Source: an optimization exercise on an open RTL-to-GDS flow (aim: small area and a short achievable clock period). Production flows keep margins and buffers that such runs may drop.
Function was checked by simulation only, so behaviour that the tests miss may differ from the original.
No run shown here takes its clock network from TritonCTS; it comes from the design's own scripts or RTL.
The clock input has no modelled driver; a real chip could not lean on it and would need a root buffer or a full tree.

## flow/design.v (module list and top-level ports; edited modules follow where they fit)
// module fa_vec: 4 lines
// module ha_vec: 4 lines
// module rst_gate: 3 lines
// module FPM: 1568 lines
// module FPM_final: 20 lines
module FPM_final (
input clk,
input rst,
input [31 : 0] in1,
input [31 : 0] in2,
output [31 : 0] OUT
);
  // ...
==> flow/flow/run.sh <==
#!/bin/bash
# The standard layout, with two changes:
#  * buffer_ports uses buf_1 as the port buffer (not the delay buffer it picks
#    by default); flow/post_cts.tcl later makes the output buffers buf_2 and
#    the rst buffer buf_4;
#  * after CTS, flow/post_cts.tcl replaces the clock tree with a shallow
#    balanced tree of clkbuf_16 (one level of four buffers when the clock-pin
#    slew allows it, else two levels).
set -euo pipefail
export BUFFER_PORTS_ARGS="-buffer_cell sky130_fd_sc_hd__buf_1"
export POST_CTS_TCL="$PWD/flow/post_cts.tcl"
bash standard.sh > standard_flow.log 2>&1
==> flow/flow/post_cts.tcl <==
# Replace the clock tree CTS built with a shallow balanced tree: the clk port
# drives NL1 clock buffers; each drives NL2 leaf clock buffers, and each leaf
# buffer drives the clock pins of one cluster of nearby flip-flops (clusters
# of about equal size, found by k-means on the flip-flop positions).
if {![info exists l1_master_name]} { set l1_master_name sky130_fd_sc_hd__clkbuf_16 }
if {![info exists l2_master_name]} { set l2_master_name sky130_fd_sc_hd__clkbuf_16 }
set block [ord::get_db_block]
set db [ord::get_db]
set clk_net [$block findNet clk]

# balanced k-means: returns (assignment list, centre list)
proc bal_kmeans {pts k} {
  set n [llength $pts]
  set cap [expr {int(ceil(double($n) / $k))}]
  set cx 0; set cy 0
  foreach p $pts { set cx [expr {$cx + [lindex $p 0]}]; set cy [expr {$cy + [lindex $p 1]}] }
  set cx [expr {$cx / $n}]; set cy [expr {$cy / $n}]
  set centres {}
  for {set c 0} {$c < $k} {incr c} {
    set a [expr {2 * 3.14159265 * ($c + 0.5) / $k}]
    lappend centres [list [expr {$cx + 20000 * cos($a)}] [expr {$cy + 20000 * sin($a)}]]
  }
  for {set iter 0} {$iter < 40} {incr iter} {
    set pairs {}
    for {set i 0} {$i < $n} {incr i} {
      for {set c 0} {$c < $k} {incr c} {
        set p [lindex $pts $i]; set q [lindex $centres $c]
        lappend pairs [list [expr {hypot([lindex $p 0] - [lindex $q 0], [lindex $p 1] - [lindex $q 1])}] $i $c]
      }
    }
    set assign [lrepeat $n -1]
    set count [lrepeat $k 0]
    foreach pr [lsort -real -index 0 $pairs] {
      lassign $pr d i c
      if {[lindex $assign $i] >= 0 || [lindex $count $c] >= $cap} { continue }
      lset assign $i $c
      lset count $c [expr {[lindex $count $c] + 1}]
    }
    set newc {}
    for {set c 0} {$c < $k} {incr c} {
      set sx 0; set sy 0; set m 0
      for {set i 0} {$i < $n} {incr i} {
        if {[lindex $assign $i] == $c} {
          set sx [expr {$sx + [lindex $pts $i 0]}]; set sy [expr {$sy + [lindex $pts $i 1]}]; incr m
        }
      }
      if {$m} { lappend newc [list [expr {$sx / $m}] [expr {$sy / $m}]] } else { lappend newc [lindex $centres $c] }
    }
    set centres $newc
  }
  return [list $assign $centres]
}

proc add_buf {block master name x y in_net} {
  set inst [odb::dbInst_create $block $master $name]
  $inst setLocation [expr {int($x)}] [expr {int($y)}]
  $inst setPlacementStatus PLACED
  set net [odb::dbNet_create $block "${name}_net"]
  $net setSigType CLOCK
  foreach it [$inst getITerms] {
    set mn [[$it getMTerm] getName]
    if {$mn eq "A"} { $it connect $in_net }
    if {$mn eq "X"} { $it connect $net }
  }
  return $net
}

# estimated load of a cluster in fF: clock pins plus a star of wires to its centre
proc cluster_cost {pts assign k} {
  set worst 0
  for {set c 0} {$c < $k} {incr c} {
    set sx 0; set sy 0; set m 0
    foreach p $pts a $assign { if {$a == $c} { set sx [expr {$sx + [lindex $p 0]}]; set sy [expr {$sy + [lindex $p 1]}]; incr m } }
    if {!$m} { continue }
    set sx [expr {$sx / $m}]; set sy [expr {$sy / $m}]
    set w 0
    foreach p $pts a $assign { if {$a == $c} { set w [expr {$w + abs([lindex $p 0] - $sx) + abs([lindex $p 1] - $sy)}] } }
    set load [expr {1.8 * $m + 0.215 * 0.5 * $w / 1000.0}]
    if {$load > $worst} { set worst $load }
  }
  return $worst
}

proc lloyd {pts k seed} {
  expr {srand($seed)}
  set n [llength $pts]
  set centres {}
  for {set c 0} {$c < $k} {incr c} { lappend centres [lindex $pts [expr {int(rand() * $n)}]] }
  for {set iter 0} {$iter < 50} {incr iter} {
    set assign {}
    foreach p $pts {
      set best -1; set bd 1e18
      for {set c 0} {$c < $k} {incr c} {
        set q [lindex $centres $c]
        set d [expr {hypot([lindex $p 0] - [lindex $q 0], [lindex $p 1] - [lindex $q 1])}]
        if {$d < $bd} { set bd $d; set best $c }
      }
      lappend assign $best
    }
    set newc {}
    for {set c 0} {$c < $k} {incr c} {
      set sx 0; set sy 0; set m 0
      foreach p $pts a $assign { if {$a == $c} { set sx [expr {$sx + [lindex $p 0]}]; set sy [expr {$sy + [lindex $p 1]}]; incr m } }
      if {$m} { lappend newc [list [expr {$sx / $m}] [expr {$sy / $m}]] } else { lappend newc [lindex $centres $c] }
    }
    set centres $newc
  }
  return [list $assign $centres]
}

proc build_tree {nl1 nl2 l1_master_name l2_master_name} {
set block [ord::get_db_block]
set db [ord::get_db]
set clk_net [$block findNet clk]
set sinks {}
foreach inst [$block getInsts] {
  if {![[$inst getMaster] isSequential]} { continue }
  foreach it [$inst getITerms] {
    if {[[$it getMTerm] getName] eq "CLK"} { lappend sinks $it }
  }
}
puts "post_cts: [llength $sinks] flip-flop clock pins"

# remove the CTS tree: every cell reached from clk before the flip-flops
set old_insts {}
set old_nets {}
set frontier [list $clk_net]
while {[llength $frontier]} {
  set next {}
  foreach net $frontier {
    foreach it [$net getITerms] {
      set inst [$it getInst]
      if {[[$inst getMaster] isSequential]} { continue }
      if {[$it isOutputSignal]} { continue }
      if {[lsearch -exact $old_insts $inst] >= 0} { continue }
      lappend old_insts $inst
      foreach ot [$inst getITerms] {
        if {[$ot isOutputSignal] && [$ot getNet] ne "NULL"} {
          lappend next [$ot getNet]
          lappend old_nets [$ot getNet]
        }
      }
    }
  }
  set frontier $next
}
puts "post_cts: removing [llength $old_insts] clock-tree cells"
foreach it $sinks { $it disconnect }
foreach inst $old_insts { odb::dbInst_destroy $inst }
foreach net [lsort -unique $old_nets] {
  if {[llength [$net getITerms]] == 0} { odb::dbNet_destroy $net }
}



set pts {}
foreach it $sinks {
  set box [[$it getInst] getBBox]
  lappend pts [list [expr {([$box xMin] + [$box xMax]) / 2.0}] [expr {([$box yMin] + [$box yMax]) / 2.0}]]
}
set nleaf [expr {$nl1 > 0 ? $nl1 * $nl2 : $nl2}]
set cands {}
lassign [bal_kmeans $pts $nleaf] a c
lappend cands [list [cluster_cost $pts $a $nleaf] $a $c]
for {set seed 1} {$seed <= 200} {incr seed} {
  lassign [lloyd $pts $nleaf $seed] a c
  lappend cands [list [cluster_cost $pts $a $nleaf] $a $c]
}
set cands [lsort -real -index 0 $cands]
set uniq {}
set seen {}
foreach cd $cands {
  set key [lindex $cd 0]
  if {[lsearch -exact $seen $key] >= 0} { continue }
  lappend seen $key
  lappend uniq $cd
}
set pick [expr {min($::pick, [llength $uniq] - 1)}]
lassign [lindex $uniq $pick] best_cost leaf_of leaf_centres
puts "post_cts: clustering rank $pick, worst load [format %.1f $best_cost] fF"
set l1m [$db findMaster $l1_master_name]
set l2m [$db findMaster $l2_master_name]
if {$nl1 > 0} {
  lassign [bal_kmeans $leaf_centres $nl1] top_of top_centres
} else {
  set top_of [lrepeat $nleaf 0]
}
for {set t 0} {$t < max($nl1, 1)} {incr t} {
  if {$nl1 > 0} {
    set c [lindex $top_centres $t]
    set tnet [add_buf $block $l1m "clkbuf_t$t" [lindex $c 0] [lindex $c 1] $clk_net]
  } else {
    set tnet $clk_net
  }
  for {set l 0} {$l < $nleaf} {incr l} {
    if {[lindex $top_of $l] != $t} { continue }
    set c [lindex $leaf_centres $l]
    set lnet [add_buf $block $l2m "clkbuf_t${t}_l$l" [lindex $c 0] [lindex $c 1] $tnet]
    set m 0
    for {set i 0} {$i < [llength $sinks]} {incr i} {
      if {[lindex $leaf_of $i] == $l} { [lindex $sinks $i] connect $lnet; incr m }
    }
    puts "post_cts: clkbuf_t${t}_l$l drives $m flip-flops"
  }
}
}

proc max_clk_slew {} {
  set mx 0
  foreach pin [get_pins -of_objects [all_registers] -filter "name==CLK"] {
    foreach e {rise fall} { foreach a {min max} {
      set s [get_property $pin slew_${a}_$e]
      if {$s > $mx} { set mx $s }
    } }
  }
  return $mx
}

set_propagated_clock [all_clocks]
set best_pick 0
set best_slew 1e9
for {set ::pick 0} {$::pick < 8} {incr ::pick} {
  build_tree 0 4 $l1_master_name $l2_master_name
  estimate_parasitics -placement
  set s [max_clk_slew]
  puts "post_cts: candidate $::pick, worst clock-pin slew $s"
  if {$s < $best_slew} { set best_slew $s; set best_pick $::pick }
}
set ::pick $best_pick
build_tree 0 4 $l1_master_name $l2_master_name
detailed_placement
estimate_parasitics -placement
set s [max_clk_slew]
puts "post_cts: one-level tree, worst clock-pin slew $s"
if {$s > 0.12} {
  set ::pick 0
  build_tree 4 2 $l1_master_name $l2_master_name
  detailed_placement
  estimate_parasitics -placement
  puts "post_cts: two-level tree, worst clock-pin slew [max_clk_slew]"
}
check_placement -verbose
report_clock_latency

# Port buffers: buffer_ports made every port buffer a buf_1; the output
# buffers drive the pins' load better as buf_2, and the rst buffer fans out to
# the whole output register.
proc port_buffer {bt} {
  foreach it [[$bt getNet] getITerms] {
    set inst [$it getInst]
    if {[$bt getIoType] eq "OUTPUT" && [$it isOutputSignal]} { return $inst }
    if {[$bt getIoType] eq "INPUT" && [$it isInputSignal] && [string match "*buf*" [[$inst getMaster] getName]]} { return $inst }
  }
  return ""
}
foreach bt [[ord::get_db_block] getBTerms] {
  set name [$bt getName]
  if {$name eq "clk"} { continue }
  set inst [port_buffer $bt]
  if {$inst eq ""} { continue }
  if {[$bt getIoType] eq "OUTPUT"} {
    replace_cell [get_cells [$inst getName]] sky130_fd_sc_hd__buf_2
  } elseif {$name eq "rst"} {
    replace_cell [get_cells [$inst getName]] sky130_fd_sc_hd__buf_4
  }
}
detailed_placement
check_placement -verbose
estimate_parasitics -placement
report_checks -from [all_inputs] -to [all_registers -data_pins] -format end -group_path_count 2
report_checks -from [all_registers -clock_pins] -to [all_outputs] -format end -group_path_count 2
==> flow/standard.sh <==
#!/bin/bash
# synth_recipe.tcl (not shown) runs the flow's synth.tcl, then flattens the netlist and writes it again
# the make line also repeats each setting of config.mk as NAME=value (left out here)
make -C /OpenROAD-flow-scripts/flow DESIGN_CONFIG=/design/flow/config.mk WORK_HOME=/design/flow/orfs CLKGATE_MAP_FILE= SYNTH_SCRIPT=/design/flow/synth_recipe.tcl "${@:-finish}"
==> flow/config.mk <==
export PLATFORM = sky130hd
export DESIGN_NAME = FPM_final
export DESIGN_NICKNAME = FPM_final
export VERILOG_FILES = /design/flow/design.v
export SDC_FILE = /design/flow/constraint.sdc
export NUM_CORES = 4
export LEC_CHECK = 0
export ABC_AREA = 1
export CAP_MARGIN = 20
export CORE_MARGIN = 2
export CORE_UTILIZATION = 72
export SLEW_MARGIN = 20
export SYNTH_HIERARCHICAL = 1
export SYNTH_MINIMUM_KEEP_SIZE = 0
==> flow/constraint.sdc <==
create_clock -name core_clock -period 45.0 [get_ports {clk}]
set_input_delay 9.0000 -clock core_clock [delete_from_list [all_inputs] [get_ports {clk}]]
set_output_delay 9.0000 -clock core_clock [all_outputs]
set_load 0.01 [all_outputs]
==> flow_metrics.tcl, run 1 <==
set metrics [dict create \
    grt_max_degree 34 \
    top_usage_layer "met2" \
    overflow 0 \
    grt_pass1_vias 13300 \
    drc 0 \
    rrSetupSlack_ns 36.53 \
    ys.warnings.count 7 \
    mostFrequentLayoutCells "277 x xor2_1, 264 x o22ai_1, 263 x fa_1, 149 x nand2_1" \
    yosys.area.top_type "fa_1" \
    synth-edff-count 0 \
    die_w_um 148 \
    layout_min_cycle_time_ns 9.68 \
    critical_path_class "reg2out" \
    die_h_um 148 \
    drv_cap 0 \
    cts_sinks 97 \
    startpoint_type "flip-flop" \
    ys_ff_latch 97 \
    multi_input_area_mm2 0.0122 \
    finish.net_count 2015 \
    critPathCaptureType "primary output" \
    max_slew_margin_pct 22.9 \
    synthAdderAreaFrac_pct 41.7 \
    synth_top_family_by_area "adder cells" \
    placedCellCount 1871 \
    worstHoldStart "B[31]$_DFF_P_" \
    yosysSeqAreaShare_pct 12.9 \
    rr_endpoint "out_r[30]$_DFF_P_" \
    cp-startpoint "out_r[17]$_DFF_P_" \
    multi_input_area_share_pct 78.1 \
    min_delay_path_depth 3 \
    clk_latency_ns 0.17 \
    seq_share_pct 12.5 \
    placed_cell_area_mm2 0.0155 \
    status "complete, no violations" \
    first_pass_iters 6 \
    grt_use_total_pct 42.6 \
    path_clk_slew_ns 0.11 \
    synthSimpleGateAreaFrac_pct 8.62 \
    syn_to_final_growth_pct 3.91 \
]
==> run 2: changes to the inputs <==
--- a/flow/config.mk
+++ b/flow/config.mk
@@ -9,5 +9,6 @@
 export CAP_MARGIN = 20
 export CORE_MARGIN = 2
-export CORE_UTILIZATION = 72
+export CORE_UTILIZATION = 60
+export GPL_TIMING_DRIVEN = 0
 export SLEW_MARGIN = 20
 export SYNTH_HIERARCHICAL = 1
==> flow_metrics.tcl, run 2 <==
set metrics [dict create \
    status "complete, no violations" \
    fin_area_mm2 0.0159 \
    core_area_mm2 0.0245 \
    top_regs "A (32), B (32), out_r (32)" \
    synth_xor_xnor_area_share_pct 16.4 \
    dp_hpwl_um 44100 \
    antenna_cells 0 \
    worstPathArrival_ns 0.65 \
    hold_violations 0 \
    grt_pass1_wl_um 82700 \
    placedCellCount 2023 \
    grt_use_met3_pct 12.6 \
    critical_path.top_delay_family "flip-flops" \
    synth.most_common_cell "xor2_1" \
    skew_ns 0.0364 \
    final_cells 2027 \
    use_met1_pct 54.9 \
    drt_iter0_markers 1818 \
    layout_min_cycle_time_ns 9.65 \
    synth_area_per_cell_um2 9.40 \
    slowest_delay_ns 0.35 \
    yosys.area.top_type "fa_1" \
    top_usage_layer "met2" \
    setup_viol 0 \
    startpoint_type "flip-flop" \
    drv_slew 0 \
    cts_sinks 97 \
    fp-row-count 57 \
    final_antenna_net_count 0 \
    worst_path_max_delay_cell "dfxtp_1" \
    ys.warnings.count 7 \
    synth_mux_area_share_pct 0 \
    setup_slack_ns 35.35 \
    port_buffers 97 \
    path_buf_inv 1 \
    grt_use_total_pct 42.9 \
    routed_wl_um 54600 \
    fin_setup_tns_ns 0 \
    vias 13500 \
    synth-edff-count 0 \
    start_util_pct 61.4 \
    die_h_um 162 \
    grt_pass1_vias 13700 \
    drive_gt1_share_pct 4.40 \
    cp_max_fo 1 \
    ys_ff_latch 97 \
    path_clk_slew_ns 0.11 \
    clk_latency_ns 0.18 \
    ys_top_cells_by_count "277 x xor2_1, 264 x o22ai_1, 263 x fa_1" \
    critical_path_class "reg2out" \
    overflow 0 \
    synth_compound_area_share_pct 14.4 \
    syn_to_final_growth_pct 6.21 \
    crit_chain "buf_2" \
    placed_cell_area_mm2 0.0158 \
    io_pins 98 \
    critPathCaptureType "primary output" \
    rsz0062_at_grt "false" \
    nFillCells 2072 \
    synth_top_flop_cell "dfxtp_1" \
    mostFrequentLayoutCells "277 x xor2_1, 264 x o22ai_1, 263 x fa_1, 149 x nand2_1, 116 x buf_1" \
    first_pass_iters 6 \
    yosysSeqAreaShare_pct 12.9 \
    synth_top_family_by_area "adder cells" \
    die_area_mm2 0.0263 \
    die_w_um 162 \
    max_slew_margin_pct 37.3 \
    max_freq_mhz 104 \
    synthAdderAreaFrac_pct 41.7 \
    synth_cells 1597 \
    avgViaCountPerCell 6.65 \
    synthSimpleGateAreaFrac_pct 8.62 \
    synth_area_leaders "fa_1 35%, xor2_1 16%, dfxtp_1 13%, o22ai_1 11%, ha_1 6.6%" \
    grt_antenna_before_repair 0 \
    drc 0 \
    synthArstFlopShare_pct 0 \
    period_share_pct 21.4 \
    drv_cap 0 \
    wl_per_cell_um 26.9 \
    met2_usage_pct 63.9 \
    cp-startpoint "out_r[18]$_DFF_P_" \
    synth_cell_types 40 \
    pre_cts_slack_ns 35.30 \
    r2r_start "B[7]$_DFF_P_" \
    finish.net_count 2113 \
    synth_top_area_share_pct 35.1 \
    place_congestion 1.11 \
    layout_commonest_cell "xor2_1" \
    synth_area_mm2 0.0150 \
    worstHoldStart "B[31]$_DFF_P_" \
    grt_max_degree 36 \
    tightest_slew_ns 0.940 \
    worstPathRequired_ns 36.00 \
    hold_path.class "reg2reg" \
]
==> run 2: cell counts after synthesis <==
Identical to the previous run, type by type.
==> run 2: kinds of logic after synthesis <==
logic type / after synthesis
other: 1
XOR/XNOR: 281
flip-flops: 97
AO/OA/AOI/OAI: 345
buffers and inverters: 225
adder cells (fa/ha/maj): 342
AND/OR/NAND/NOR: 306
==> run 2: modules after synthesis, one instance, submodules excluded, a selection <==
module / cells inside / area, um^2
FPM: 1151 / 7020
FPM_final: 97 / 1940
rst_gate: 35 / 154
==> run 2: cell type report <==
type | count | area, um^2 | share of cell area (%)
multi-input cells | 1280 | 12200 | 76.4
flip-flops and latches | 97 | 1940 | 12.2
plain buffers | 140 | 663 | 4.16
repair buffers | 97 | 408 | 2.56
well taps | 324 | 405 | 2.54
inverters | 89 | 337 | 2.11
==> run 2: final timing paths <==
kind | cells after the start | slack [ns] | to
min | 3 | 0.53 | out_r[31]$_DFF_P_
min reg2reg | 3 | 0.53 | out_r[31]$_DFF_P_
max | 1 | 35.35 | OUT[18]
max reg2reg | 38 | 36.42 | out_r[30]$_DFF_P_
==> run 2: routing by layer <==
| layer | vias up | wire (um) |
|---|---|---|
| met1 | 6524 | 19800 |
| met5 | - | 0 |
| met3 | 283 | 6970 |
| met4 | 0 | 4770 |
| li1 | 5606 | - |
| met2 | 1063 | 23100 |
==> run 2: stage by stage <==
stage               util (%)  hold WS, ns
detailed placement      64.6        0.526
floorplan                  -        0.501
global placement        64.6        0.517
finish                  65.2        0.533
global route            65.2        0.584
==> run 3: changes to the inputs <==
--- a/flow/config.mk
+++ b/flow/config.mk
@@ -10,5 +10,4 @@
 export CORE_MARGIN = 2
 export CORE_UTILIZATION = 60
-export GPL_TIMING_DRIVEN = 0
 export SLEW_MARGIN = 20
 export SYNTH_HIERARCHICAL = 1
==> flow_metrics.tcl, run 3 <==
set metrics [dict create \
    fin_util_pct 64.2 \
    critical_path_class "reg2out" \
    synth_area_mm2 0.0150 \
    ys_top_cells_by_count "277 x xor2_1, 264 x o22ai_1, 263 x fa_1" \
    path_clk_slew_ns 0.09 \
    synth_area_per_cell_um2 9.40 \
    multi_input_area_mm2 0.0122 \
    setup_slack_ns 35.40 \
    max_slew_margin_pct 28.5 \
    synth_cell_types 40 \
    wl_per_cell_um 23.5 \
    worstHoldStart "A[31]$_DFF_P_" \
    drc 0 \
    holdPathEnd "out_r[31]$_DFF_P_" \
    hold_path.class "reg2reg" \
    placed_cell_area_mm2 0.0156 \
    routed_wl_um 45400 \
    overflow 0 \
    synthArstFlopShare_pct 0 \
    core_area_mm2 0.0245 \
    finish.net_count 2021 \
    die_w_um 162 \
    syn_to_final_growth_pct 4.71 \
    drt_iter0_markers 1323 \
    synth_area_leaders "fa_1 35%, xor2_1 16%, dfxtp_1 13%, o22ai_1 11%, ha_1 6.6%" \
    die_area_mm2 0.0263 \
    port_buffers 97 \
    grt_antenna_before_repair 0 \
    nFillCells 2070 \
    fin_area_mm2 0.0157 \
    ys_ff_latch 97 \
    worst_path_max_delay_cell "dfxtp_1" \
    r2r_start "B[0]$_DFF_P_" \
    max_freq_mhz 104 \
    r2r_cells 37 \
    synthSimpleGateAreaFrac_pct 8.62 \
    path_buf_inv 1 \
    drv_slew 0 \
    tightest_slew_ns 1.07 \
    io_pins 98 \
    hold_violations 0 \
    mostFrequentLayoutCells "277 x xor2_1, 264 x o22ai_1, 263 x fa_1, 149 x nand2_1" \
    synth_top_family_by_area "adder cells" \
    top_regs "A (32), B (32), out_r (32)" \
    critPathCaptureType "primary output" \
    synth_top_area_share_pct 35.1 \
    first_pass_iters 7 \
    startpoint_type "flip-flop" \
    yosys.area.top_type "fa_1" \
    pre_cts_slack_ns 35.38 \
    critical_path.top_delay_family "flip-flops" \
    rsz0062_at_grt "false" \
    synth_xor_xnor_area_share_pct 16.4 \
    final_antenna_net_count 0 \
    drv_cap 0 \
    grt_pass1_wl_um 71600 \
    skew_ns 0.0251 \
    synth.most_common_cell "xor2_1" \
    grt_use_total_pct 35.6 \
    cts_sinks 97 \
    die_h_um 162 \
    synth-edff-count 0 \
    min_delay_path_depth 3 \
    layout_commonest_cell "xor2_1" \
    clk_latency_ns 0.18 \
    vias 12400 \
    grt_pass1_vias 12900 \
    synth_top_flop_cell "dfxtp_1" \
    slowest_delay_ns 0.33 \
    ys.warnings.count 7 \
    yosysSeqAreaShare_pct 12.9 \
    rrSetupSlack_ns 36.70 \
    grt_max_degree 34 \
    period_share_pct 21.3 \
    synthAdderAreaFrac_pct 41.7 \
    synth_compound_area_share_pct 14.4 \
    layout_min_cycle_time_ns 9.60 \
    worstPathRequired_ns 36.00 \
    crit_chain "buf_2" \
    drive_gt1_share_pct 6.39 \
    worstPathArrival_ns 0.60 \
    synth_mux_area_share_pct 0 \
    status "complete, no violations" \
    cp_max_fo 1 \
    avgViaCountPerCell 6.40 \
    dp_hpwl_um 32300 \
    fp-row-count 57 \
    fin_setup_tns_ns 0 \
    setup_viol 0 \
    antenna_cells 0 \
    rr_endpoint "out_r[30]$_DFF_P_" \
    synth_cells 1597 \
    start_util_pct 61.4 \
    place_congestion 0.919 \
    ff_latch_area_mm2 0.00194 \
]
run 3: changes by cell type in the layout (fill, tap and decap cells not counted), sizes merged:
| cell | change |
|---|---|
| clkbuf | -68 |
| buf | -24 |
run 3: worst max-delay path by stage:
stage                                 start                end  depth (start not counted)
after floorplan            out_r[0]$_DFF_P_             OUT[0]                          0
after global placement                  rst  out_r[21]$_DFF_P_                          3
after detailed placement                rst  out_r[22]$_DFF_P_                          3
after global routing      out_r[14]$_DFF_P_            OUT[14]                          1
final                     out_r[27]$_DFF_P_            OUT[27]                          1
run 3: metrics by stage:
step / hold slack [ns] / instances
after floorplan: 0.501 / 1602
after global placement: 0.527 / 1930
after detailed placement: 0.525 / 1930
after global routing: 0.577 / 1935
final: 0.537 / 1935
run 3: kinds of logic after synthesis:
logic type | Yosys count
AO/OA/AOI/OAI | 345
XOR/XNOR | 281
adder cells (fa/ha/maj) | 342
buffers and inverters | 225
flip-flops | 97
other | 1
AND/OR/NAND/NOR | 306
run 3: final cells by class:
type	count	area share, %
plain buffers	4	0.637
inverters	89	2.14
multi-input cells	1280	77.5
flip-flops and latches	97	12.4
well taps	324	2.58
repair buffers	141	4.74
run 3: per-module statistics from Yosys (local to each module, per instance), a selection:
module	area (um^2)	flip-flops and latches
FPM	7020	0
FPM_final	1940	97
rst_gate	154	0
run 3: metal layers:
metal	routed length, um	share of wire, %	global-route usage [%]	vias to the layer above
met4	3360	7.4	22.9	0
met2	20600	45	56.0	746
met5	0	0	0	-
met3	3980	8.8	5.36	179
met1	17500	38	46.3	6056
li1	-	-	-	5407
==> run 4: changes to the inputs <==
--- a/flow/flow/run.sh
+++ b/flow/flow/run.sh
@@ -9,4 +9,5 @@
 set -euo pipefail
 export BUFFER_PORTS_ARGS="-buffer_cell sky130_fd_sc_hd__buf_1"
+export MATCH_CELL_FOOTPRINT=0
 export POST_CTS_TCL="$PWD/flow/post_cts.tcl"
 bash standard.sh > standard_flow.log 2>&1
==> flow_metrics.tcl, run 4 <==
set metrics [dict create \
    status "complete, no violations" \
    path_buf_inv 1 \
    cts_sinks 97 \
    fin_setup_tns_ns 0 \
    syn_to_final_growth_pct 4.71 \
    antenna_cells 0 \
    skew_ns 0.0248 \
    grt_pass1_vias 12900 \
    synth_area_leaders "fa_1 35%, xor2_1 16%, dfxtp_1 13%, o22ai_1 11%, ha_1 6.6%" \
    placedCellCount 1930 \
    fp-row-count 57 \
    dp_hpwl_um 32300 \
    start_util_pct 61.4 \
    hold_path.class "reg2reg" \
    wl_per_cell_um 23.4 \
    final_antenna_net_count 0 \
    placed_cell_area_mm2 0.0156 \
    fin_util_pct 64.2 \
    ys_ff_latch 97 \
    synth_top_area_share_pct 35.1 \
    yosys.area.top_type "fa_1" \
    vias 12300 \
    avgViaCountPerCell 6.38 \
    pre_cts_slack_ns 35.38 \
    ys.warnings.count 7 \
    die_w_um 162 \
    max_slew_margin_pct 30.2 \
    fin_area_mm2 0.0157 \
    startpoint_type "flip-flop" \
    final_cells 1935 \
    yosysSeqAreaShare_pct 12.9 \
    ys_top_cells_by_count "277 x xor2_1, 264 x o22ai_1, 263 x fa_1" \
    die_area_mm2 0.0263 \
    clk_latency_ns 0.18 \
    routed_wl_um 45300 \
    io_pins 98 \
    drv_slew 0 \
    synth_cell_types 40 \
    grt_pass1_wl_um 71600 \
    layout_min_cycle_time_ns 9.60 \
    worstPathRequired_ns 36.00 \
    tightest_slew_ns 1.05 \
    whs_ns 0.540 \
    synth_area_per_cell_um2 9.40 \
    rsz0062_at_grt "false" \
    synthArstFlopShare_pct 0 \
    grt_max_degree 34 \
    critPathCaptureType "primary output" \
    critical_path_class "reg2out" \
    setup_slack_ns 35.40 \
    drive_gt1_share_pct 6.39 \
    finish.net_count 2021 \
    die_h_um 162 \
    setup_viol 0 \
    top_regs "A (32), B (32), out_r (32)" \
    port_buffers 97 \
    period_share_pct 21.3 \
    synth_cells 1597 \
    grt_use_total_pct 35.6 \
    first_pass_iters 5 \
    layout_commonest_cell "xor2_1" \
    drc 0 \
    synth.most_common_cell "xor2_1" \
    overflow 0 \
    hold_violations 0 \
    synth_top_flop_cell "dfxtp_1" \
    drv_cap 0 \
    synth-edff-count 0 \
    place_congestion 0.919 \
    worst_path_max_delay_cell "dfxtp_1" \
    max_freq_mhz 104 \
    mostFrequentLayoutCells "277 x xor2_1, 264 x o22ai_1, 263 x fa_1, 149 x nand2_1" \
    drt_iter0_markers 1265 \
    path_clk_slew_ns 0.09 \
    worstPathArrival_ns 0.60 \
    synth_area_mm2 0.0150 \
    critical_path.top_delay_family "flip-flops" \
    grt_antenna_before_repair 0 \
    crit_chain "buf_2" \
    core_area_mm2 0.0245 \
    cp_max_fo 1 \
    slowest_delay_ns 0.33 \
]
run 4: logic make-up after synthesis:
family                   Yosys count  synth area share (%)
flip-flops                        97                  12.9
AO/OA/AOI/OAI                    345                  14.4
adder cells (fa/ha/maj)          342                  41.7
other                              1                0.0250
XOR/XNOR                         281                  16.4
buffers and inverters            225                  5.99
AND/OR/NAND/NOR                  306                  8.62
run 4: routing by layer:
| metal | vias up | global-route usage, % | share of wire, % | wire, um |
|---|---|---|---|---|
| li1 | 5407 | - | - | - |
| met1 | 6049 | 46.3 | 39 | 17500 |
| met2 | 700 | 56.0 | 45 | 20600 |
| met3 | 182 | 5.36 | 8.5 | 3840 |
| met4 | 0 | 22.9 | 7.5 | 3370 |
| met5 | - | 0 | 0 | 0 |
run 4: final cells by class:
cell class / count / area, um^2
multi-input cells: 1280 / 12200
inverters: 89 / 337
plain buffers: 4 / 100
well taps: 324 / 405
flip-flops and latches: 97 / 1940
repair buffers: 141 / 746
fillers: 2070 / 8750
run 4: path summary, 6_finish.rpt:
| path | startpoint | to | slack, ns | depth (start not counted) |
|---|---|---|---|---|
| max | out_r[27]$_DFF_P_ | OUT[27] | 35.40 | 1 |
| min | A[31]$_DFF_P_ | out_r[31]$_DFF_P_ | 0.54 | 3 |
| max reg2reg | B[0]$_DFF_P_ | out_r[30]$_DFF_P_ | 36.75 | 37 |
| min reg2reg | A[31]$_DFF_P_ | out_r[31]$_DFF_P_ | 0.54 | 3 |
run 4: per-module statistics from Yosys (local to each module, per instance), excerpt:
| module | cell area [um^2] | copies in the design |
|---|---|---|
| rst_gate | 154 | 1 |
| FPM | 7020 | 1 |
| FPM_final | 1940 | 1 |
run 4: tightest hold or removal path: cells and delay by family, from the launching register on:
family | cells | cell delay, ns
XOR/XNOR | 1 | 0.07
flip-flops | 1 | 0.35
AND/OR/NAND/NOR | 2 | 0.09
==> run 5: changes to the inputs <==
--- a/flow/flow/run.sh
+++ b/flow/flow/run.sh
@@ -9,5 +9,4 @@
 set -euo pipefail
 export BUFFER_PORTS_ARGS="-buffer_cell sky130_fd_sc_hd__buf_1"
-export MATCH_CELL_FOOTPRINT=0
 export POST_CTS_TCL="$PWD/flow/post_cts.tcl"
 bash standard.sh > standard_flow.log 2>&1
--- a/flow/flow/post_cts.tcl
+++ b/flow/flow/post_cts.tcl
@@ -270,2 +270,52 @@
 report_checks -from [all_inputs] -to [all_registers -data_pins] -format end -group_path_count 2
 report_checks -from [all_registers -clock_pins] -to [all_outputs] -format end -group_path_count 2
+
+# Fold fanout buffers into their drivers: where a buf_4 inserted by the
+# resizer is the only load of a small cell, drop the buffer and give the
+# driver more drive strength instead (a smaller total area); repair_design then
+# re-buffers any net that still breaks a slew or capacitance limit.
+set upsize {
+  sky130_fd_sc_hd__inv_1 sky130_fd_sc_hd__inv_4
+  sky130_fd_sc_hd__inv_2 sky130_fd_sc_hd__inv_4
+  sky130_fd_sc_hd__nand2_1 sky130_fd_sc_hd__nand2_2
+  sky130_fd_sc_hd__nor2_1 sky130_fd_sc_hd__nor2_2
+  sky130_fd_sc_hd__dfxtp_1 sky130_fd_sc_hd__dfxtp_2
+}
+set block [ord::get_db_block]
+set db [ord::get_db]
+set merged 0
+foreach inst [$block getInsts] {
+  if {[[$inst getMaster] getName] ne "sky130_fd_sc_hd__buf_4"} { continue }
+  set in_it ""; set out_it ""
+  foreach it [$inst getITerms] {
+    if {[$it isInputSignal]} { set in_it $it }
+    if {[$it isOutputSignal]} { set out_it $it }
+  }
+  if {$in_it eq "" || $out_it eq ""} { continue }
+  set in [$in_it getNet]; set out [$out_it getNet]
+  if {$in eq "NULL" || $out eq "NULL"} { continue }
+  if {[llength [$in getBTerms]] || [llength [$out getBTerms]]} { continue }
+  if {[$in getSigType] ne "SIGNAL" || [$out getSigType] ne "SIGNAL"} { continue }
+  set its [$in getITerms]
+  if {[llength $its] != 2} { continue }
+  set drv ""
+  foreach it $its { if {[$it isOutputSignal]} { set drv [$it getInst] } }
+  if {$drv eq ""} { continue }
+  set dm [[$drv getMaster] getName]
+  if {![dict exists $upsize $dm]} { continue }
+  # move the buffer's loads onto the driver's net
+  set loads {}
+  foreach it [$out getITerms] { if {$it ne $out_it} { lappend loads $it } }
+  foreach it $loads { $it disconnect; $it connect $in }
+  $in_it disconnect
+  $out_it disconnect
+  odb::dbInst_destroy $inst
+  odb::dbNet_destroy $out
+  replace_cell [get_cells [$drv getName]] [dict get $upsize $dm]
+  incr merged
+}
+puts "merge_bufs: folded $merged buffers into their drivers"
+estimate_parasitics -placement
+repair_design -slew_margin 20 -cap_margin 20
+detailed_placement
+estimate_parasitics -placement
==> flow_metrics.tcl, run 5 <==
set metrics [dict create \
    status "complete, no violations" \
    ys_ff_latch 97 \
    skew_ns 0.0213 \
    yosys.area.top_type "fa_1" \
    antenna_cells 0 \
    r2r_cells 38 \
    ys_top_cells_by_count "277 x xor2_1, 264 x o22ai_1, 263 x fa_1" \
    final_antenna_net_count 0 \
    mostFrequentLayoutCells "277 x xor2_1, 264 x o22ai_1, 263 x fa_1, 131 x nand2_1, 97 x nor2_1" \
    setup_viol 0 \
    grt_max_degree 34 \
    port_buffers 97 \
    dp_hpwl_um 32300 \
    slowest_delay_ns 0.33 \
    synth.most_common_cell "xor2_1" \
    tightest_slew_ns 1.12 \
    grt_pass1_wl_um 71600 \
    period_share_pct 21.3 \
    layout_commonest_cell "xor2_1" \
    r2r_start "B[15]$_DFF_P_" \
    fp-row-count 57 \
    first_pass_iters 5 \
    max_freq_mhz 104 \
    critical_path_class "reg2out" \
    avgViaCountPerCell 6.49 \
    drive_gt1_share_pct 6.55 \
    max_slew_margin_pct 25.2 \
    die_h_um 162 \
    cts_sinks 97 \
    synth_top_flop_cell "dfxtp_1" \
    wl_per_cell_um 23.9 \
    worstPathRequired_ns 36.00 \
    grt_antenna_before_repair 0 \
    worstPathArrival_ns 0.60 \
    fin_util_pct 63.4 \
    hold_path.class "reg2reg" \
    rrSetupSlack_ns 36.24 \
    synth_top_area_share_pct 35.1 \
    worst_path_max_delay_cell "dfxtp_1" \
    synth_cells 1597 \
    cp_max_fo 1 \
    drc 0 \
    synth_area_leaders "fa_1 35%, xor2_1 16%, dfxtp_1 13%, o22ai_1 11%, ha_1 6.6%" \
    path_clk_slew_ns 0.09 \
    rsz0062_at_grt "false" \
    clk_latency_ns 0.17 \
    place_congestion 0.919 \
    drv_slew 0 \
    vias 12300 \
    startpoint_type "flip-flop" \
    syn_to_final_growth_pct 3.35 \
    nFillCells 2085 \
    synth_area_per_cell_um2 9.40 \
    hold_violations 0 \
    synthArstFlopShare_pct 0 \
    grt_use_total_pct 35.6 \
    placedCellCount 1930 \
    core_area_mm2 0.0245 \
    die_area_mm2 0.0263 \
    min_delay_path_depth 3 \
    top_regs "A (32), B (32), out_r (32)" \
    holdPathEnd "out_r[31]$_DFF_P_" \
    critPathCaptureType "primary output" \
    synth_cell_types 40 \
    io_pins 98 \
    die_w_um 162 \
    path_buf_inv 1 \
    routed_wl_um 45300 \
    overflow 0 \
    grt_pass1_vias 12700 \
    rr_endpoint "out_r[30]$_DFF_P_" \
    final_cells 1897 \
    critical_path.top_delay_family "flip-flops" \
    ys.warnings.count 7 \
    finish.net_count 1983 \
    drv_cap 0 \
    crit_chain "buf_2" \
    synth-edff-count 0 \
    layout_min_cycle_time_ns 9.60 \
    fin_setup_tns_ns 0 \
    synth_area_mm2 0.0150 \
    drt_iter0_markers 1222 \
    yosysSeqAreaShare_pct 12.9 \
    worstHoldStart "A[31]$_DFF_P_" \
    start_util_pct 61.4 \
]
==> run 5: worst max path at each step <==
stage,cells after the start,start,slack (ns),end
2_1_floorplan,0,out_r[0]$_DFF_P_,35.67,OUT[0]
3_3_place_gp,3,rst,35.40,out_r[21]$_DFF_P_
3_5_place_dp,3,rst,35.38,out_r[22]$_DFF_P_
5_1_grt,1,out_r[14]$_DFF_P_,35.36,OUT[14]
6_report,1,out_r[27]$_DFF_P_,35.40,OUT[27]
==> run 5: stage by stage <==
step / cell area [um^2] / hold slack (ns) / worst slack (ns)
floorplan: 15000 / 0.501 / 35.67
global placement: 15600 / 0.527 / 35.40
detailed placement: 15600 / 0.525 / 35.38
global route: 15500 / 0.577 / 35.36
finish: 15500 / 0.539 / 35.40
==> run 5: per-layer routing <==
layer / global-route usage (%) / up-vias / share of wire, %
met4: 22.2 / 0 / 7.0
met5: 0 / - / 0
li1: - / 5323 / -
met3: 5.62 / 176 / 8.5
met1: 46.2 / 6073 / 39
met2: 56.2 / 746 / 46
==> run 5: final cells by class <==
class	count	area, um^2	area share, %
Inverter	89	359	2.31
Timing Repair Buffer	103	460	2.97
Tap cell	324	405	2.61
Multi-Input combinational cell	1280	12200	78.9
Buffer	4	100	0.645
Sequential cell	97	1960	12.6
==> run 5: cell families (layout without fill, tap and decap cells) <==
| logic type | Yosys count | after routing | synth area share [%] |
|---|---|---|---|
| xor gates and xnor gates | 281 | 281 | 16.4 |
| buffers and inverters | 225 | 196 | 5.99 |
| DFF | 97 | 97 | 12.9 |
| other | 1 | 6 | 0.0250 |
| and+or+nand+nor | 306 | 306 | 8.62 |
| adders and majority gates | 342 | 342 | 41.7 |
| AOI/OAI and AO/OA | 345 | 345 | 14.4 |
==> run 5: modules after synthesis, one instance, submodules excluded, a selection <==
module / flip-flops and latches / cells inside
rst_gate: 0 / 35
FPM_final: 97 / 97
FPM: 0 / 1151
==> run 6: changes to the inputs <==
--- a/flow/flow/run.sh
+++ b/flow/flow/run.sh
@@ -6,5 +6,6 @@
 #  * after CTS, flow/post_cts.tcl replaces the clock tree with a shallow
 #    balanced tree of clkbuf_16 (one level of four buffers when the clock-pin
-#    slew allows it, else two levels).
+#    slew allows it, else two levels), and folds the resizer's fanout buffers
+#    into their drivers where a stronger driver alone suffices.
 set -euo pipefail
 export BUFFER_PORTS_ARGS="-buffer_cell sky130_fd_sc_hd__buf_1"
==> flow_metrics.tcl, run 6 <==
set metrics [dict create \
    final_cells 1897 \
    layout_commonest_cell "xor2_1" \
    cp-startpoint "out_r[27]$_DFF_P_" \
    worst_path_max_delay_cell "dfxtp_1" \
    vias 12300 \
    startpoint_type "flip-flop" \
    path_clk_slew_ns 0.09 \
    drv_cap 0 \
    start_util_pct 61.4 \
    die_area_mm2 0.0263 \
    first_pass_iters 5 \
    overflow 0 \
    rr_endpoint "out_r[30]$_DFF_P_" \
    drv_slew 0 \
    fin_setup_tns_ns 0 \
    rrSetupSlack_ns 36.24 \
    hold_violations 0 \
    yosysSeqAreaShare_pct 12.9 \
    die_w_um 162 \
    top_regs "A (32), B (32), out_r (32)" \
    ys_ff_latch 97 \
    cts_sinks 97 \
    ff_latch_area_mm2 0.00196 \
    worstPathRequired_ns 36.00 \
    setup_viol 0 \
    layout_min_cycle_time_ns 9.60 \
    rsz0062_at_grt "false" \
    worstPathArrival_ns 0.60 \
    port_buffers 97 \
    critical_path_class "reg2out" \
    ys_top_cells_by_count "277 x xor2_1, 264 x o22ai_1, 263 x fa_1" \
    critical_path_depth 1 \
    die_h_um 162 \
    routed_wl_um 45300 \
    endpoint "OUT[27]" \
    synth_area_leaders "fa_1 35%, xor2_1 16%, dfxtp_1 13%, o22ai_1 11%, ha_1 6.6%" \
    crit_chain "buf_2" \
    wl_per_cell_um 23.9 \
    setup_slack_ns 35.40 \
    drt_iter0_markers 1222 \
    synth_area_mm2 0.0150 \
    placed_cell_area_mm2 0.0156 \
    critical_path.top_delay_family "flip-flops" \
    synth_area_per_cell_um2 9.40 \
    place_congestion 0.919 \
    r2r_start "B[15]$_DFF_P_" \
    fp-row-count 57 \
    antenna_cells 0 \
    yosys.area.top_type "fa_1" \
    grt_pass1_wl_um 71600 \
    critPathCaptureType "primary output" \
    grt_pass1_vias 12700 \
    synth_top_area_share_pct 35.1 \
    drc 0 \
    syn_to_final_growth_pct 3.35 \
    placedCellCount 1930 \
    path_buf_inv 1 \
    synth_top_flop_cell "dfxtp_1" \
    skew_ns 0.0213 \
    avgViaCountPerCell 6.49 \
    max_freq_mhz 104 \
    slowest_delay_ns 0.33 \
    final_antenna_net_count 0 \
    mostFrequentLayoutCells "277 x xor2_1, 264 x o22ai_1, 263 x fa_1, 131 x nand2_1, 97 x nor2_1" \
    synth-edff-count 0 \
    nFillCells 2085 \
    period_share_pct 21.3 \
    synth.most_common_cell "xor2_1" \
    ys.warnings.count 7 \
    synth_cells 1597 \
    grt_max_degree 34 \
    grt_use_total_pct 35.6 \
    clk_latency_ns 0.17 \
    status "complete, no violations" \
    hold_path.class "reg2reg" \
    cp_max_fo 1 \
    drive_gt1_share_pct 6.55 \
    synth_cell_types 40 \
    max_slew_margin_pct 25.2 \
    grt_antenna_before_repair 0 \
    synthArstFlopShare_pct 0 \
    tightest_slew_ns 1.12 \
    finish.net_count 1983 \
    core_area_mm2 0.0245 \
    dp_hpwl_um 32300 \
    r2r_cells 38 \
    pre_cts_slack_ns 35.38 \
    io_pins 98 \
    multi_input_area_mm2 0.0122 \
    fin_area_mm2 0.0155 \
]
## run 6: cell counts in the layout (fill, tap and decap cells not counted)
No cell type changed its count.
## run 6: metrics by stage
stage | util (%) | hold WS, ns
detailed placement | 63.6 | 0.525
floorplan | - | 0.501
global placement | 63.6 | 0.527
finish | 63.4 | 0.539
global route | 63.4 | 0.577
## run 6: worst min path at each step
stage | from | to | slack [ns] | depth (start not counted)
floorplan | B[31]$_DFF_P_ | out_r[31]$_DFF_P_ | 0.50 | 3
global placement | B[31]$_DFF_P_ | out_r[31]$_DFF_P_ | 0.53 | 3
detailed placement | A[31]$_DFF_P_ | out_r[31]$_DFF_P_ | 0.52 | 3
global route | A[31]$_DFF_P_ | out_r[31]$_DFF_P_ | 0.58 | 3
finish | A[31]$_DFF_P_ | out_r[31]$_DFF_P_ | 0.54 | 3
## run 6: area by class of cell
cell class	instances	area share [%]
Tap cell	324	2.61
Sequential cell	97	12.6
Multi-Input combinational cell	1280	78.9
Inverter	89	2.31
Timing Repair Buffer	103	2.97
Buffer	4	0.645
## run 6: logic make-up (layout without fill, tap and decap cells)
kind of cell    count (synthesis)  after routing  synth area share, %
fa+ha+maj                     342            342                 41.7
flops                          97             97                 12.9
xor+xnor                      281            281                 16.4
other cells                     1              6               0.0250
buf+inv                       225            196                 5.99
compound gates                345            345                 14.4
simple gates                  306            306                 8.62
## run 6: modules after synthesis (local to each module, per instance), excerpt
module     times used  cell area (um^2)  flops+latches  cells inside
rst_gate            1               154              0            35
FPM_final           1              1940             97            97
FPM                 1              7020              0          1151
## run 6: layer usage
layer  vias up  track usage (%)  share of wire [%]
li1       5323                -                  -
met1      6073             46.2                 39
met2       746             56.2                 46
met3       176             5.62                8.5
met4         0             22.2                7.0
met5         -                0                  0
==> run 7: changes to the inputs <==
--- a/flow/flow/post_cts.tcl
+++ b/flow/flow/post_cts.tcl
@@ -276,5 +276,5 @@
 # re-buffers any net that still breaks a slew or capacitance limit.
 set upsize {
-  sky130_fd_sc_hd__inv_1 sky130_fd_sc_hd__inv_4
+  sky130_fd_sc_hd__inv_1 sky130_fd_sc_hd__inv_2
   sky130_fd_sc_hd__inv_2 sky130_fd_sc_hd__inv_4
   sky130_fd_sc_hd__nand2_1 sky130_fd_sc_hd__nand2_2
==> flow_metrics.tcl, run 7 <==
set metrics [dict create \
    cp_max_fo 1 \
    io_pins 98 \
    cts_sinks 97 \
    drive_gt1_share_pct 6.55 \
    crit_chain "buf_2" \
    status "complete, no violations" \
    first_pass_iters 5 \
    finish.net_count 1983 \
    top_regs "A (32), B (32), out_r (32)" \
    drv_cap 0 \
    path_clk_slew_ns 0.09 \
    slowest_delay_ns 0.33 \
    drv_slew 0 \
    worstPathRequired_ns 36.00 \
    hold_path.class "reg2reg" \
    grt_antenna_before_repair 0 \
    synth_cells 1597 \
    rsz0062_at_grt "false" \
    max_freq_mhz 104 \
    hold_violations 0 \
    tightest_slew_ns 1.14 \
    synthAdderAreaFrac_pct 41.7 \
    dp_hpwl_um 32300 \
    worst_path_max_delay_cell "dfxtp_1" \
    synth-edff-count 0 \
    wl_per_cell_um 23.9 \
    port_buffers 97 \
    overflow 0 \
    synthSimpleGateAreaFrac_pct 8.62 \
    grt_use_total_pct 35.6 \
    critical_path.top_delay_family "flip-flops" \
    startpoint_type "flip-flop" \
    drt_iter0_markers 1303 \
    die_w_um 162 \
    grt_max_degree 34 \
    grt_pass1_wl_um 71500 \
    layout_min_cycle_time_ns 9.60 \
    synth_compound_area_share_pct 14.4 \
    yosys.area.top_type "fa_1" \
    synth_top_flop_cell "dfxtp_1" \
    fin_util_pct 63.3 \
    fin_setup_tns_ns 0 \
    core_area_mm2 0.0245 \
    start_util_pct 61.4 \
    antenna_cells 0 \
    path_buf_inv 1 \
    synth.most_common_cell "xor2_1" \
    yosysSeqAreaShare_pct 12.9 \
    critPathCaptureType "primary output" \
    layout_commonest_cell "xor2_1" \
    synthArstFlopShare_pct 0 \
    setup_viol 0 \
    avgViaCountPerCell 6.52 \
    ys_ff_latch 97 \
    max_slew_margin_pct 23.9 \
    place_congestion 0.919 \
    ys_top_cells_by_count "277 x xor2_1, 264 x o22ai_1, 263 x fa_1" \
    synth_area_leaders "fa_1 35%, xor2_1 16%, dfxtp_1 13%, o22ai_1 11%, ha_1 6.6%" \
    synth_area_per_cell_um2 9.40 \
    die_area_mm2 0.0263 \
    grt_pass1_vias 12700 \
    synth_cell_types 40 \
    drc 0 \
    period_share_pct 21.3 \
    synth_top_area_share_pct 35.1 \
    syn_to_final_growth_pct 3.20 \
    mostFrequentLayoutCells "277 x xor2_1, 264 x o22ai_1, 263 x fa_1, 131 x nand2_1, 97 x nor2_1" \
    synth_xor_xnor_area_share_pct 16.4 \
    nFillCells 2092 \
    synth_top_family_by_area "adder cells" \
    ys.warnings.count 7 \
    worstPathArrival_ns 0.60 \
    routed_wl_um 45300 \
    die_h_um 162 \
    fp-row-count 57 \
    synth_mux_area_share_pct 0 \
    synth_area_mm2 0.0150 \
    skew_ns 0.0247 \
    vias 12400 \
    final_antenna_net_count 0 \
    critical_path_class "reg2out" \
    clk_latency_ns 0.18 \
]
run 7: final cells by class:
cell class,instances,area (um^2),share of cell area (%)
Inverter,89,337,2.17
Sequential cell,97,1960,12.6
Multi-Input combinational cell,1280,12200,79.0
Timing Repair Buffer,103,460,2.97
Buffer,4,100,0.646
Tap cell,324,405,2.62
run 7: path summary, 6_finish.rpt:
kind                           from           endpoint  slack (ns)  depth (start not counted)
setup reg to reg      B[15]$_DFF_P_  out_r[30]$_DFF_P_       36.22                         38
setup / recovery  out_r[27]$_DFF_P_            OUT[27]       35.40                          1
hold / removal        A[31]$_DFF_P_  out_r[31]$_DFF_P_        0.54                          3
hold reg to reg       A[31]$_DFF_P_  out_r[31]$_DFF_P_        0.54                          3
run 7: Yosys stat by module, one instance, submodules excluded, excerpt:
module / cell area, um^2 / copies in the design / flip-flops and latches
FPM: 7020 / 1 / 0
FPM_final: 1940 / 1 / 97
rst_gate: 154 / 1 / 0
run 7: metal layers:
metal	part of all wire, %	up-vias	GRT usage [%]
met5	0	-	0
met4	7.1	0	22.2
met3	8.8	187	5.59
met2	46	746	56.4
met1	38	6103	46.0
li1	-	5327	-
run 7: cells by family after synthesis:
family | after synthesis
buf+inv | 225
xor+xnor | 281
compound gates | 345
flops | 97
other cells | 1
simple gates | 306
fa+ha+maj | 342
run 7: metrics by stage:
step	setup WS, ns	std cells	instance area (um^2)	hold slack (ns)
2_1_floorplan	35.67	1602	15000	0.501
3_5_place_dp	35.38	1930	15600	0.525
6_report	35.40	1897	15500	0.538
5_1_grt	35.36	1897	15500	0.577
3_3_place_gp	35.40	1930	15600	0.527
run 7: worst reg2reg max path, delay by kind of cell (launching register included):
| kind | cells | cell delay (ns) |
|---|---|---|
| adders and majority gates | 7 | 2.91 |
| AOI/OAI and AO/OA | 5 | 0.88 |
| DFF | 1 | 1.11 |
| xor gates and xnor gates | 2 | 0.35 |
| and+or+nand+nor | 20 | 2.61 |
| buffers and inverters | 4 | 0.84 |

==> afterwards: timing with drivers on the ports <==
How much do the figures lean on ideal ports? The routed layouts below were timed once more, with nothing changed but the port constraints.
Step 1 sets driving cells, clkbuf_16 on the clock port and buf_2 on the other inputs (assumed; they add their load-dependent delay and slew).
Step 2 times the ports against the registers' clock, not the clock port: input delays grow and output delays shrink by t, the midpoint of the rising clock arrivals with the driver on.
Slacks: no drivers / after step 1 / after step 2; pairs: no drivers / after step 1.
| run | t (ns) | slack for setup (ns) | worst hold slack (ns) | slew at the worst register clock pin (ns) |
|---|---|---|---|---|
| run 1 | 0.258 | 35.321 / 35.220 / 35.365 | 0.535 / 0.535 / 0.535 | 0.11 / 0.11 |
| run 2 | 0.265 | 35.355 / 35.247 / 35.491 | 0.533 / 0.533 / 0.533 | 0.12 / 0.12 |
| run 3 | 0.259 | 35.397 / 35.302 / 35.348 | 0.537 / 0.537 / 0.537 | 0.12 / 0.12 |
| run 4 | 0.259 | 35.397 / 35.301 / 35.347 | 0.540 / 0.540 / 0.540 | 0.11 / 0.11 |
| run 5 | 0.257 | 35.399 / 35.303 / 35.351 | 0.538 / 0.539 / 0.539 | 0.11 / 0.11 |
| run 6 | 0.257 | 35.399 / 35.303 / 35.351 | 0.538 / 0.539 / 0.539 | 0.11 / 0.11 |
| run 7 | 0.258 | 35.399 / 35.303 / 35.350 | 0.538 / 0.538 / 0.538 | 0.11 / 0.11 |
After both steps every run listed still meets setup and hold. For run 4, which loses most, drivers alone change the setup slack by -0.096 ns; drivers and shift together by -0.050 ns.
